Context: an optimization exercise on an open-source flow, tuned for small area, a short achievable clock period and few clock cycles per item. The choices shown serve that exercise and are no tape-out recipe. The RTL was checked by simulation tests, not by an equivalence proof against the original design. Power figures rest on the tool's default switching activity, not on a simulated workload.

==> flow/design.v, too long to show whole: its modules and the start of the top module <==
// module MGT_01_booth_row: 22 lines
// module MGT_01_booth_bit: 7 lines
// module MGT_01_fa: 8 lines
// module MGT_01_ha: 8 lines
// module MGT_01_mul_unit: 929 lines
module MGT_01_mul_unit
(  
  input  logic signed [31:0]       multiplier_i, multiplicand_i,
  input  logic                     clk_i, clk_en_i,                
  input  logic                     rst_n_i,                        
  input  logic [1:0]               operation_i,
  output logic signed [31:0]       result_o,
  output logic                     valid_o
);
  // ...
==> flow/flow/run.sh <==
#!/bin/bash
# Layout flow: the standard ORFS flow (standard.sh), with
#  - buf_2 cells as the port buffers (buffer_ports' default pick is a slow
#    delay cell); every input and output port still gets its own buffer
#  - the Booth rows' a22oi_2 gates from synthesis sized down to a22oi_1
#    (same function and pins); timing repair sizes up what it needs
#  - timing repair aiming at a setup margin below the clock period
# Each tool's output goes to synth.log and standard.log.
set -e
export BUFFER_PORTS_ARGS="-buffer_cell sky130_fd_sc_hd__buf_2"
export SETUP_SLACK_MARGIN=${MARGIN:-7}
RES=orfs/results/sky130hd/MGT_01_mul_unit/base
bash standard.sh $PWD/$RES/1_2_yosys.v > synth.log 2>&1
sed -i 's/sky130_fd_sc_hd__a22oi_2 /sky130_fd_sc_hd__a22oi_1 /' $RES/1_2_yosys.v
bash standard.sh > standard.log 2>&1
==> flow/standard.sh <==
#!/bin/bash
# synth_recipe.tcl (not shown) runs the flow's synth.tcl, then flattens the netlist and writes it again
# the make line also repeats each setting of config.mk as NAME=value (left out here)
make -C /OpenROAD-flow-scripts/flow DESIGN_CONFIG=/design/flow/config.mk WORK_HOME=/design/flow/orfs CLKGATE_MAP_FILE= SYNTH_SCRIPT=/design/flow/synth_recipe.tcl "${@:-finish}"
==> flow/config.mk <==
export PLATFORM = sky130hd
export DESIGN_NAME = MGT_01_mul_unit
export DESIGN_NICKNAME = MGT_01_mul_unit
export VERILOG_FILES = /design/flow/design.v
export SDC_FILE = /design/flow/constraint.sdc
export NUM_CORES = 4
export LEC_CHECK = 0
export CAP_MARGIN = 20
export CORE_MARGIN = 2
export CORE_UTILIZATION = 55
export PLACE_DENSITY = 0.65
export SLEW_MARGIN = 20
export SYNTH_HIERARCHICAL = 1
export SYNTH_MINIMUM_KEEP_SIZE = 0
==> flow/constraint.sdc <==
create_clock -name core_clock -period 10.0 [get_ports {clk_i}]
set_input_delay 2.0000 -clock core_clock [delete_from_list [all_inputs] [get_ports {clk_i}]]
set_output_delay 2.0000 -clock core_clock [all_outputs]
set_load 0.01 [all_outputs]
==> results.yml, run 1 <==
run_status:
  status: "no timing/DRC/antenna violations"
critical_path:
  r2r-start: "one_q[0]"
  critical_path_class: "register to register"
routing:
  dr.pass1.iters: 5
  wl_met1_um: 18630
cells_and_area:
  buf_share_pct: 5.377
  multi_input_area_share_pct: 61.49
  mostFrequentLayoutCell: "xnor2_1"
  layoutNonFillerInstCount: 1808
  flops_and_latches: 178
  fin_nets: 1775
power:
  powerDensity_nw_per_um2: 378.9
  internal-power_mw: 4.053
  clkPwrFrac_pct: 9.7
  clk-power_mw: 0.699
  p_sw_mw: 3.123
cts:
  cts.path.max_buffers: 2
  cts.clk_slew.worst_paths_ns: 0.07
  clk_latency_ns: 0.45
  hold_buffers: 0
  cts_root_buf: "clkbuf_16"
timing:
  worst_pin_slew_ns: 0.8821
  hold_viol_final: 0
  slew-limit-headroom_pct: 40.85
  clock_skew_ns: 0.01418
  finalCritPeriodShare_pct: 32.21
die:
  initial_core_util_pct: 55.43
placement:
  routabilityCongestion: 0.8331
logic_synthesis:
  syn_avg_cell_area_um2: 12.35
global_routing:
  grt-ovfl-total: 0
  use_met1_pct: 41.79
Testbench counts, summed over its fixed seeds: cycles 19,200, items 3,200.
==> run 2, diff against run 1 <==
--- a/flow/flow/run.sh
+++ b/flow/flow/run.sh
@@ -9,5 +9,5 @@
 set -e
 export BUFFER_PORTS_ARGS="-buffer_cell sky130_fd_sc_hd__buf_2"
-export SETUP_SLACK_MARGIN=${MARGIN:-7}
+export SETUP_SLACK_MARGIN=${MARGIN:-8}
 RES=orfs/results/sky130hd/MGT_01_mul_unit/base
 bash standard.sh $PWD/$RES/1_2_yosys.v > synth.log 2>&1
==> run 2 against run 1 <==
Against the previous run:
- fmax shrank 1.3%
- critical path depth is the same
- total power grew 12%
- clock skew grew 0.0071 ns
- largest cell class unchanged
- routed wire length grew 11%
- clock power grew 4.6%
- synthesized cell count is the same
- sequential power is essentially flat
- die area is the same
- count of clock-buffer cells in the layout shrank 1
==> results.yml, run 2 <==
run_status:
  status: "no timing/DRC/antenna violations"
die:
  dieArea_um2: 30060
  die_x_um: 173.4
  initial_core_util_pct: 55.43
  die_height_um: 173.4
  core-area_um2: 28470
  io_pins: 102
  rows: 62
critical_path:
  reg2reg_to: "s_q[10]"
  ff2ff_setup_slack_ns: 6.74
  cp_max_fo: 34
  r2r-start: "one_q[0]"
  crit_end: "s_q[10]"
  critPathSlowestCell: "fa_1"
  slowest_delay_ns: 0.56
  arrival_ns: 3.45
  end_kind: "register"
  crit_family: "adder cells"
  r2r_cells: 7
  crit_top_cell: "fa_2"
  worst_ep_required_time_ns: 10.19
  critical_path_class: "register to register"
  cp.depth: 7
  critical_path.cell_chain: "buf_12, a22oi_2, xnor2_1, fa_2, fa_2, fa_1, fa_2"
  startpoint: "one_q[0]"
  cp-start-kind: "register"
  path_buf_inv: 1
timing:
  fmax_mhz: 306.6
  slew_viol_final: 0
  worst_pin_slew_ns: 0.8843
  slew-limit-headroom_pct: 41.05
  finalCritPeriodShare_pct: 32.61
  setup_viol: 0
  min_period_ns: 3.261
  clock_skew_ns: 0.02132
  whs_ns: 0.6949
  rsz0062_at_grt: "yes"
  tns_ns: 0
  hold_viol_final: 0
global_routing:
  grt.busiest_layer: "met2"
  grt_pass1_wl_um: 73110
  antenna_found_initial: 0
  grt_max_degree: 41
  grt-ovfl-total: 0
  grt_pass1_vias: 12208
  use_met1_pct: 44.93
  grt_use_total_pct: 32.51
  globalRouteMet2Util_pct: 51.47
  use_met3_pct: 7.325
cells_and_area:
  mostFrequentLayoutCell: "xnor2_1"
  final_cell_mix: "192 x xnor2_1, 160 x a22oi_1, 140 x edfxtp_1"
  drive_gt1_share_pct: 43.26
  areaGrowthSynthToFinish_pct: 35.09
  utilization_pct: 74.88
  diodes: 0
  fin_nets: 1893
placement:
  io_buffers: 101
  routabilityCongestion: 0.8571
  dp_hpwl_um: 31120
logic_synthesis:
  syn_avg_cell_area_um2: 12.35
  syn_area_um2: 15780
  ys_warn_count: 7
  netlist_instances: 1278
worst_hold_path:
  worstHoldPathType: "register to register"
power:
  total_power_mw: 8.044
  powerDensity_nw_per_um2: 377.3
  ir_drop_v: 0.0002521
  p_leak_nw: 7.882
cts:
  clk_latency_ns: 0.46
  numCtsBuffers: 17
  cts_tree: "built"
  cts.path.max_buffers: 2
  ctsHtreeMaxLevel: 4
  clock-sinks: 178
  cts_root_buf: "clkbuf_16"
  cts.clk_slew.worst_paths_ns: 0.08
routing:
  ant_nets: 0
  drt-total-wl_um: 48710
  num_vias: 11855
  post_drt_wl_per_cell_um: 25.29
  drc: 0
  post_drt_via_cell_ratio: 6.155
  drt_iter0_drc: 1178
  dr.pass1.iters: 6
job:
  cap_viol_max_count: 0
## run 2: report_power, final
group / leakage, nW / internal [mW] / switching, mW
Combinational: 5.97 / 2.78 / 2.94
Sequential: 1.62 / 1.40 / 0.189
Clock: 0.295 / 0.402 / 0.329
## run 2: worst min path at each step
| stage | startpoint | endpoint | slack [ns] | depth (start not counted) |
|---|---|---|---|---|
| after global placement | valid_q | valid_q | 0.59 | 2 |
| after detailed placement | valid_q | valid_q | 0.60 | 2 |
| after global routing | cnt_q[1] | cnt_q[1] | 0.73 | 3 |
| final | cnt_q[1] | cnt_q[1] | 0.69 | 3 |
| after floorplan | valid_q | valid_q | 0.59 | 2 |
| after CTS | cnt_q[1] | cnt_q[1] | 0.71 | 3 |
## run 2: worst register-to-register path, delay by kind of cell, from the launching register on
family,cells,cell delay [ns]
buf+inv,1,0.19
xor+xnor,1,0.19
fa+ha+maj,4,1.91
flops,1,0.42
compound gates,1,0.28
## run 2: area by class of cell
type / instances / area [µm²]
Fill cell: 1851 / 7152
Timing Repair Buffer: 247 / 2638
Multi-Input combinational cell: 1037 / 12370
Clock inverter: 15 / 193.9
Inverter: 48 / 202.7
Tap cell: 384 / 480.5
Sequential cell: 178 / 5005
Clock buffer: 17 / 425.4
## run 2: stage by stage
step                      cells  instance area [µm²]  setup WS, ns
final                      1926                21320         6.739
after global routing       1926                21320         6.680
after CTS                  1896                20530         6.793
after detailed placement   1768                17670         5.123
after global placement     1768                17670         5.201
after floorplan            1279                16610         4.978
## run 2: per-layer routing
layer / part of all wire, % / vias to the layer above
met4: 3.0 / 0
met1: 41 / 5997
met5: 0 / -
met3: 8.9 / 94
met2: 47 / 625
li1: - / 5139
## run 2: repair_timing
action                                  in CTS  in global routing
setup buffers                               79                 27
gates cloned                                17                  3
endpoints found under the setup margin     310                295
pin swaps                                   62                 40
resized for setup                          274                117
hold buffers                                 0                  0
==> run 3, diff against run 2 <==
--- a/flow/flow/run.sh
+++ b/flow/flow/run.sh
@@ -9,5 +9,5 @@
 set -e
 export BUFFER_PORTS_ARGS="-buffer_cell sky130_fd_sc_hd__buf_2"
-export SETUP_SLACK_MARGIN=${MARGIN:-8}
+export SETUP_SLACK_MARGIN=${MARGIN:-6}
 RES=orfs/results/sky130hd/MGT_01_mul_unit/base
 bash standard.sh $PWD/$RES/1_2_yosys.v > synth.log 2>&1
==> run 3 against run 2 <==
Against the previous run:
- non-clock buffer count shrank 124
- routed wire length down 9.2%
- critical path type is now input pin to register
- total power shrank 19%
- global-route usage decreased by 1.8 points
- largest cell class unchanged
- fmax shrank 14%
- clock skew shrank 0.0080 ns
- combinational power is 25% lower
- register-to-register slack got worse by 0.49 ns
==> results.yml, run 3 <==
placement:
  dp_hpwl_um: 30240
  io_buffers: 101
  post-place-ws_ns: 5.539
  routabilityCongestion: 0.8841
routing:
  met3_wirelength_um: 2904
  post_drt_via_cell_ratio: 6.236
  num_vias: 11231
  drt-total-wl_um: 44210
  post_drt_wl_per_cell_um: 24.55
  dr.pass1.iters: 6
  met2_length_um: 21300
  routed.top_layer: "met4"
  ant_nets: 0
  wl_met1_um: 18260
  drt_iter0_drc: 1149
  drc: 0
timing:
  slew_viol_final: 0
  worst_pin_slew_ns: 0.8567
  slew-limit-headroom_pct: 42.88
  fmax_mhz: 263.2
  rsz0062_at_grt: "no"
  hold_viol_final: 0
  finalCritPeriodShare_pct: 38.00
  whs_ns: 0.6229
  min_period_ns: 3.800
  tns_ns: 0
  setup_viol: 0
  fin_ws_ns: 6.200
  clock_skew_ns: 0.01336
cts:
  clock-sinks: 178
  cts_tree: "built"
  clk_latency_ns: 0.45
  numCtsBuffers: 17
  cts_root_buf: "clkbuf_16"
  cts_setup_buffers: 0
  cts.path.max_buffers: 2
  ctsHtreeMaxLevel: 4
  cts.clk_slew.worst_paths_ns: 0.08
critical_path:
  reg2reg_to: "s_q[21]"
  critPathSlowestCell: "buf_6"
  critical_path.cell_chain: "buf_2, nor3b_4, buf_4, buf_6, or2_2"
  critical_path_class: "input pin to register"
  cp-start-kind: "input pin"
  ff2ff_setup_slack_ns: 6.25
  end_kind: "register"
  crit_end: "cl_q"
  r2r_cells: 7
  worst_ep_required_time_ns: 10.18
  r2r-start: "one_q[4]"
  cp_max_fo: 54
  slowest_delay_ns: 0.50
  arrival_ns: 3.98
  startpoint: "clk_en_i"
logic_synthesis:
  netlist_instances: 1278
  syn_avg_cell_area_um2: 12.35
  syn_area_um2: 15780
  ys_warn_count: 7
die:
  rows: 62
  die_x_um: 173.4
  die_height_um: 173.4
  dieArea_um2: 30060
  initial_core_util_pct: 55.43
  core-area_um2: 28470
  io_pins: 102
cells_and_area:
  areaGrowthSynthToFinish_pct: 10.85
  mostFrequentLayoutCell: "xnor2_1"
  diodes: 0
  final_cell_mix: "217 x xnor2_1, 208 x a22oi_1, 199 x fa_1"
  utilization_pct: 61.44
  fin_nets: 1768
  fill_cells: 2416
  drive_gt1_share_pct: 12.35
power:
  p_sw_share_pct: 44.12
  p_leak_nw: 6.730
  p_sw_mw: 2.881
  ir_drop_v: 0.0002080
  powerDensity_nw_per_um2: 373.3
  pwr-share-comb_pct: 65.4
  p_seq_share_pct: 23.8
  internal-power_mw: 3.649
  clkPwrFrac_pct: 10.8
job:
  cap_viol_max_count: 0
global_routing:
  grt-ovfl-total: 0
  grt_pass1_vias: 11818
  grt_max_degree: 67
  grt_pass1_wl_um: 69280
  antenna_found_initial: 0
  grt_use_total_pct: 30.70
run_status:
  status: "no timing/DRC/antenna violations"
worst_hold_path:
  worstHoldPathType: "register to register"
[run 3: final cells by class]
class / count / area, µm² / area share, %
Sequential cell: 178 / 4965 / 28.38
Tap cell: 384 / 480.5 / 2.747
Inverter: 48 / 180.2 / 1.030
Clock buffer: 18 / 439.2 / 2.511
Multi-Input combinational cell: 1036 / 10590 / 60.54
Timing Repair Buffer: 123 / 674.4 / 3.855
Clock inverter: 14 / 163.9 / 0.9370
[run 3: worst min-delay path by stage]
| stage | cells past startpoint | slack, ns | from | end |
|---|---|---|---|---|
| CTS | 2 | 0.63 | valid_q | valid_q |
| global placement | 2 | 0.61 | valid_q | valid_q |
| global route | 2 | 0.68 | valid_q | valid_q |
| detailed placement | 2 | 0.61 | valid_q | valid_q |
| floorplan | 2 | 0.61 | valid_q | valid_q |
| finish | 2 | 0.62 | valid_q | valid_q |
[run 3: power by group through the flow]
stage               registers, mW  clock network [mW]  logic (mW)
floorplan                    1.57                   0        2.86
finish                       1.55               0.707        4.27
detailed placement           1.56                   0        4.24
global placement             1.56                   0        4.14
global route                 1.57               0.742        4.76
CTS                          1.55               0.718        4.26
[run 3: layer usage]
| layer | GRT usage, % | up-vias |
|---|---|---|
| li1 | - | 4863 |
| met1 | 42.12 | 5801 |
| met2 | 49.05 | 495 |
| met3 | 4.956 | 72 |
| met4 | 12.78 | 0 |
| met5 | 0 | - |
[run 3: timing repair]
item,4_1_cts,5_1_grt
setup endpoints to repair,0,1
gates resized for setup,0,1
hold buffers,0,0
[run 3: worst max-delay path: cells and delay by family]
kind	cells	cell delay [ns]
simple gates	2	0.50
buf+inv	3	1.43
[run 3: metrics by stage]
| stage | std cells | instance area, µm² | power [mW] |
|---|---|---|---|
| after floorplan | 1279 | 15810 | 4.428 |
| after global placement | 1769 | 16880 | 5.697 |
| after detailed placement | 1769 | 16880 | 5.808 |
| after CTS | 1801 | 17490 | 6.529 |
| after global routing | 1801 | 17490 | 7.074 |
| final | 1801 | 17490 | 6.530 |
==> run 4, diff against run 3 <==
--- a/flow/flow/run.sh
+++ b/flow/flow/run.sh
@@ -9,5 +9,5 @@
 set -e
 export BUFFER_PORTS_ARGS="-buffer_cell sky130_fd_sc_hd__buf_2"
-export SETUP_SLACK_MARGIN=${MARGIN:-6}
+export SETUP_SLACK_MARGIN=${MARGIN:-6.5}
 RES=orfs/results/sky130hd/MGT_01_mul_unit/base
 bash standard.sh $PWD/$RES/1_2_yosys.v > synth.log 2>&1
==> run 4 against run 3 <==
Against the previous run:
- largest cell class unchanged
- non-clock buffer count is 1 higher
- critical path depth is 2 higher
- worst hold slack hardly changed
- synthesized area stayed put
- via count is 2.7% lower
- still clean on timing, DRC and antenna
- synthesized cell count stayed put
- count of clock-buffer cells in the layout is 1 lower
- final cell count hardly changed
- sequential power hardly changed
- combinational power is 7.0% higher
==> results.yml, run 4 <==
global_routing:
  grt_max_degree: 67
  grt-ovfl-total: 0
  antenna_found_initial: 2
  grt_pass1_vias: 11155
  grt_pass1_wl_um: 66370
  grt_use_total_pct: 29.01
critical_path:
  end_kind: "register"
  cp_max_fo: 34
  arrival_ns: 3.55
  cp-start-kind: "register"
  worst_ep_required_time_ns: 10.17
  critical_path_class: "register to register"
power:
  p_leak_nw: 6.732
  ir_drop_v: 0.0001944
  powerDensity_nw_per_um2: 383.2
placement:
  dp_hpwl_um: 30240
  routabilityCongestion: 0.8470
  io_buffers: 101
  post-place-ws_ns: 5.711
timing:
  hold_viol_final: 0
  fin_ws_ns: 6.622
  fmax_mhz: 296.0
  rsz0062_at_grt: "no"
  min_period_ns: 3.378
  slew-limit-headroom_pct: 50.21
  setup_viol: 0
  tns_ns: 0
  finalCritPeriodShare_pct: 33.78
  worst_pin_slew_ns: 0.7468
  clock_skew_ns: 0.01212
  slew_viol_final: 0
  whs_ns: 0.6226
cts:
  cts_setup_buffers: 0
  numCtsBuffers: 17
  hold_buffers: 0
  clk_latency_ns: 0.44
  cts.clk_slew.worst_paths_ns: 0.07
  ctsHtreeMaxLevel: 4
  cts_resized: 3
  cts_tree: "built"
  cts_root_buf: "clkbuf_16"
  clock-sinks: 178
  cts.path.max_buffers: 2
cells_and_area:
  final_cell_mix: "208 x a22oi_1, 207 x xnor2_1, 140 x edfxtp_1"
  mostFrequentLayoutCell: "a22oi_1"
  areaGrowthSynthToFinish_pct: 12.45
  fin_nets: 1769
  drive_gt1_share_pct: 17.98
  diodes: 0
  utilization_pct: 62.33
run_status:
  status: "no timing/DRC/antenna violations"
die:
  io_pins: 102
  die_x_um: 173.4
  dieArea_um2: 30060
  rows: 62
  die_height_um: 173.4
  core-area_um2: 28470
  initial_core_util_pct: 55.43
logic_synthesis:
  syn_avg_cell_area_um2: 12.35
  ys_warn_count: 7
  netlist_instances: 1278
  syn_area_um2: 15780
routing:
  drt_iter0_drc: 1075
  num_vias: 10928
  drt-total-wl_um: 41660
  dr.pass1.iters: 5
  post_drt_via_cell_ratio: 6.064
  ant_nets: 0
  drc: 0
  post_drt_wl_per_cell_um: 23.12
job:
  cap_viol_max_count: 0
worst_hold_path:
  worstHoldPathType: "register to register"
run 4: per-layer routing:
| metal | wire [µm] | track usage (%) |
|---|---|---|
| met3 | 3574 | 5.965 |
| met5 | 0 | 0 |
| met1 | 18280 | 42.09 |
| met4 | 597 | 6.427 |
| met2 | 19200 | 45.42 |
run 4: final timing paths:
kind	from	to	slack (ns)	cells after the start
worst max-delay path	one_q[2]	s_q[22]	6.62	7
worst min-delay path	valid_q	valid_q	0.62	2
worst max register to register	one_q[2]	s_q[22]	6.62	7
worst min register to register	valid_q	valid_q	0.62	2
run 4: worst max-delay path, stage by stage (launching register included):
cell and delay [ns]:
edfxtp_1 0.33, buf_4 0.39, a22oi_1 0.19, xnor2_1 0.31
fa_2 0.50, fa_2 0.36, fa_2 0.54, fa_1 0.45
run 4: area by class of cell:
cell class | instances | area [µm²]
clock buffer | 17 | 425.4
clock inverter | 15 | 157.7
fill | 2317 | 10730
inverter | 48 | 180.2
multi-input combinational | 1036 | 10840
sequential | 178 | 4965
tap | 384 | 480.5
timing repair buffer | 124 | 695.7
run 4: report_power, final:
part | switching, mW | total, mW | leakage (nW) | internal [mW]
clock | 0.330 | 0.686 | 0.288 | 0.356
sequential | 0.151 | 1.55 | 1.62 | 1.40
combinational | 2.49 | 4.57 | 4.82 | 2.08
run 4: per-stage QoR:
step / instances / instance area (µm²) / power [mW]
global route: 1802 / 17740 / 7.408
global placement: 1770 / 17140 / 5.931
CTS: 1802 / 17730 / 6.764
detailed placement: 1770 / 17140 / 6.060
finish: 1802 / 17740 / 6.799
floorplan: 1279 / 16050 / 4.575
==> run 5, diff against run 4 <==
--- a/flow/flow/run.sh
+++ b/flow/flow/run.sh
@@ -1,5 +1,5 @@
 #!/bin/bash
 # Layout flow: the standard ORFS flow (standard.sh), with
-#  - buf_2 cells as the port buffers (buffer_ports' default pick is a slow
+#  - buf_1 cells as the port buffers (buffer_ports' default pick is a slow
 #    delay cell); every input and output port still gets its own buffer
 #  - the Booth rows' a22oi_2 gates from synthesis sized down to a22oi_1
@@ -8,5 +8,5 @@
 # Each tool's output goes to synth.log and standard.log.
 set -e
-export BUFFER_PORTS_ARGS="-buffer_cell sky130_fd_sc_hd__buf_2"
+export BUFFER_PORTS_ARGS="-buffer_cell sky130_fd_sc_hd__buf_1"
 export SETUP_SLACK_MARGIN=${MARGIN:-6.5}
 RES=orfs/results/sky130hd/MGT_01_mul_unit/base
--- a/flow/config.mk
+++ b/flow/config.mk
@@ -9,4 +9,6 @@
 export CORE_MARGIN = 2
 export CORE_UTILIZATION = 55
+export CTS_CLUSTER_DIAMETER = 100
+export CTS_CLUSTER_SIZE = 40
 export PLACE_DENSITY = 0.65
 export SLEW_MARGIN = 20
==> run 5 against run 4 <==
Against the previous run:
- core utilization decreased by 0.25 points
- sequential power about the same
- synthesized area stayed put
- register-to-register slack about the same
- total power is 0.94% lower
- synthesized cell count stayed put
- critical path depth is the same
- die area did not move
- sequential share of layout area up 0.12 points
- first-iteration DRC count is 6.0% higher
- fmax shrank 0.41%
==> results.yml, run 5 <==
run_status:
  status: "no timing/DRC/antenna violations"
global_routing:
  grt_use_total_pct: 29.18
  use_met1_pct: 42.55
  use_met3_pct: 4.978
  grt_pass1_vias: 11283
  grt_max_degree: 75
  grt.busiest_layer: "met2"
  grt_pass1_wl_um: 66740
  grt-ovfl-total: 0
  antenna_found_initial: 0
  globalRouteMet2Util_pct: 45.87
cts:
  ctsHtreeMaxLevel: 4
  cts.clk_slew.worst_paths_ns: 0.07
  cts_root_buf: "clkbuf_16"
  numCtsBuffers: 17
  clock-sinks: 178
  clk_latency_ns: 0.45
  cts_tree: "built"
  cts.path.max_buffers: 2
timing:
  tns_ns: 0
  finalCritPeriodShare_pct: 33.92
  min_period_ns: 3.392
  fmax_mhz: 294.8
  slew-limit-headroom_pct: 50.45
  clock_skew_ns: 0.01583
  worst_pin_slew_ns: 0.7433
  rsz0062_at_grt: "no"
  setup_viol: 0
  hold_viol_final: 0
  slew_viol_final: 0
die:
  initial_core_util_pct: 55.43
  rows: 62
  io_pins: 102
  die_height_um: 173.4
  core-area_um2: 28470
  die_x_um: 173.4
  dieArea_um2: 30060
logic_synthesis:
  ys_warn_count: 7
  syn_avg_cell_area_um2: 12.35
  syn_area_um2: 15780
  netlist_instances: 1278
critical_path:
  critical_path.cell_chain: "buf_4, a22oi_1, xnor2_1, fa_1, fa_2, fa_1, fa_2"
  worst_ep_required_time_ns: 10.19
  slowest_delay_ns: 0.54
  cp_max_fo: 34
  cp-start-kind: "register"
  end_kind: "register"
  critical_path_class: "register to register"
  arrival_ns: 3.58
  critPathSlowestCell: "fa_1"
cells_and_area:
  mostFrequentLayoutCell: "a22oi_1"
  areaGrowthSynthToFinish_pct: 11.99
  layoutNonFillerInstCount: 1804
  final_cell_mix: "208 x a22oi_1, 207 x xnor2_1, 140 x edfxtp_1"
  drive_gt1_share_pct: 11.06
  fin_nets: 1771
  diodes: 0
power:
  total_power_mw: 6.736
  p_leak_nw: 6.475
  ir_drop_v: 0.0001718
  powerDensity_nw_per_um2: 381.2
routing:
  drc: 0
  drt-total-wl_um: 42010
  ant_nets: 0
  drt_iter0_drc: 1139
  post_drt_via_cell_ratio: 6.060
  dr.pass1.iters: 7
  post_drt_wl_per_cell_um: 23.28
  num_vias: 10932
placement:
  routabilityCongestion: 0.8596
  dp.cells: 1770
  dp_hpwl_um: 30260
  io_buffers: 101
worst_hold_path:
  worstHoldPathType: "register to register"
job:
  cap_viol_max_count: 0
## run 5: cell types whose count changed in the layout (fill, tap and decap cells not counted)
| cell | before | now |
|---|---|---|
| buf_1 | 0 | 101 |
| buf_2 | 100 | 0 |
| buf_4 | 21 | 19 |
| buf_6 | 2 | 6 |
| buf_8 | 1 | 0 |
| bufinv_16 | 1 | 2 |
| clkinv_2 | 1 | 0 |
| clkinv_4 | 1 | 3 |
| clkinv_8 | 0 | 1 |
| dfxtp_1 | 38 | 37 |
| dfxtp_2 | 0 | 1 |
| inv_6 | 7 | 4 |
## run 5: worst max-delay path, delay by kind of cell, from the launching register on
| family | cells | cell delay, ns |
|---|---|---|
| AOI/OAI and AO/OA | 1 | 0.18 |
| xor gates and xnor gates | 1 | 0.34 |
| adders and majority gates | 4 | 1.86 |
| buffers and inverters | 1 | 0.39 |
| DFF | 1 | 0.32 |
## run 5: layer usage
layer / vias up / share of wire, %
li1: 4883 / -
met3: 50 / 7.8
met2: 514 / 46
met5: - / 0
met4: 0 / 1.6
met1: 5485 / 44
## run 5: cell type report
| class | instances | area [µm²] |
|---|---|---|
| inverter | 48 | 180.2 |
| clock buffer | 17 | 425.4 |
| clock inverter | 15 | 190.2 |
| multi-input combinational | 1036 | 10840 |
| sequential | 178 | 4966 |
| timing repair buffer | 126 | 589.3 |
| tap | 384 | 480.5 |
| fill | 2302 | 10800 |
## run 5: power breakdown
| part | internal [mW] | switching, mW | total, mW |
|---|---|---|---|
| Sequential | 1.40 | 0.152 | 1.55 |
| Clock | 0.382 | 0.328 | 0.709 |
| Combinational | 2.04 | 2.44 | 4.48 |
| Total | 3.82 | 2.92 | 6.74 |
## run 5: final timing paths
kind              startpoint       to  slack, ns  cells after the start
setup / recovery    one_q[0]  s_q[15]       6.61                      7
hold / removal       valid_q  valid_q       0.62                      2
setup reg to reg    one_q[0]  s_q[15]       6.61                      7
hold reg to reg      valid_q  valid_q       0.62                      2
## run 5: what timing repair did
item,CTS,global route
cloned,0,0
gates resized for setup,1,7
endpoints found under the hold margin,0,0
hold buffers,0,0
setup buffers,2,0
endpoints found under the setup margin,81,16
## run 5: stage by stage
stage          hold WS (ns)  instance area (µm²)  setup slack, ns  utilization (%)
2_1_floorplan        0.6111                16050            4.964                -
3_3_place_gp         0.5963                17010            5.570            59.75
3_5_place_dp         0.6097                17010            5.516            59.75
4_1_cts              0.6228                17650            6.589            61.98
5_1_grt              0.6624                17670            6.507            62.07
6_report             0.6203                17670            6.608            62.07

## separate check: timing with driven ports
No port has a modelled driver above. Below, the same layouts with a new extraction and two added sets of constraints.
Step 1 assumes that a clkbuf_16 drives the clock port and a buf_2 every other input.
Step 2 times the ports against the registers' clock, not the clock port: input delays grow and output delays shrink by t, the midpoint of the rising clock arrivals with the driver on.
a / b / c = no drivers / after step 1 / after step 2; a / b = the first two.
run | t (ns) | slack for setup (ns) | slew at the worst register clock pin (ns) | cell pins on the clock port's net
run 1 | 0.495 | 6.779 / 6.779 / 6.395 | 0.08 / 0.08 | 1
run 2 | 0.498 | 6.739 / 6.739 / 6.397 | 0.08 / 0.08 | 1
run 3 | 0.499 | 6.200 / 6.232 / 5.733 | 0.08 / 0.08 | 1
run 4 | 0.490 | 6.622 / 6.622 / 6.178 | 0.08 / 0.08 | 1
run 5 | 0.495 | 6.608 / 6.608 / 6.250 | 0.08 / 0.08 | 1
After both steps every run listed still meets setup and hold. The setup slack of run 3, which loses most, moves by +0.032 ns with the drivers and by -0.467 ns with both steps.
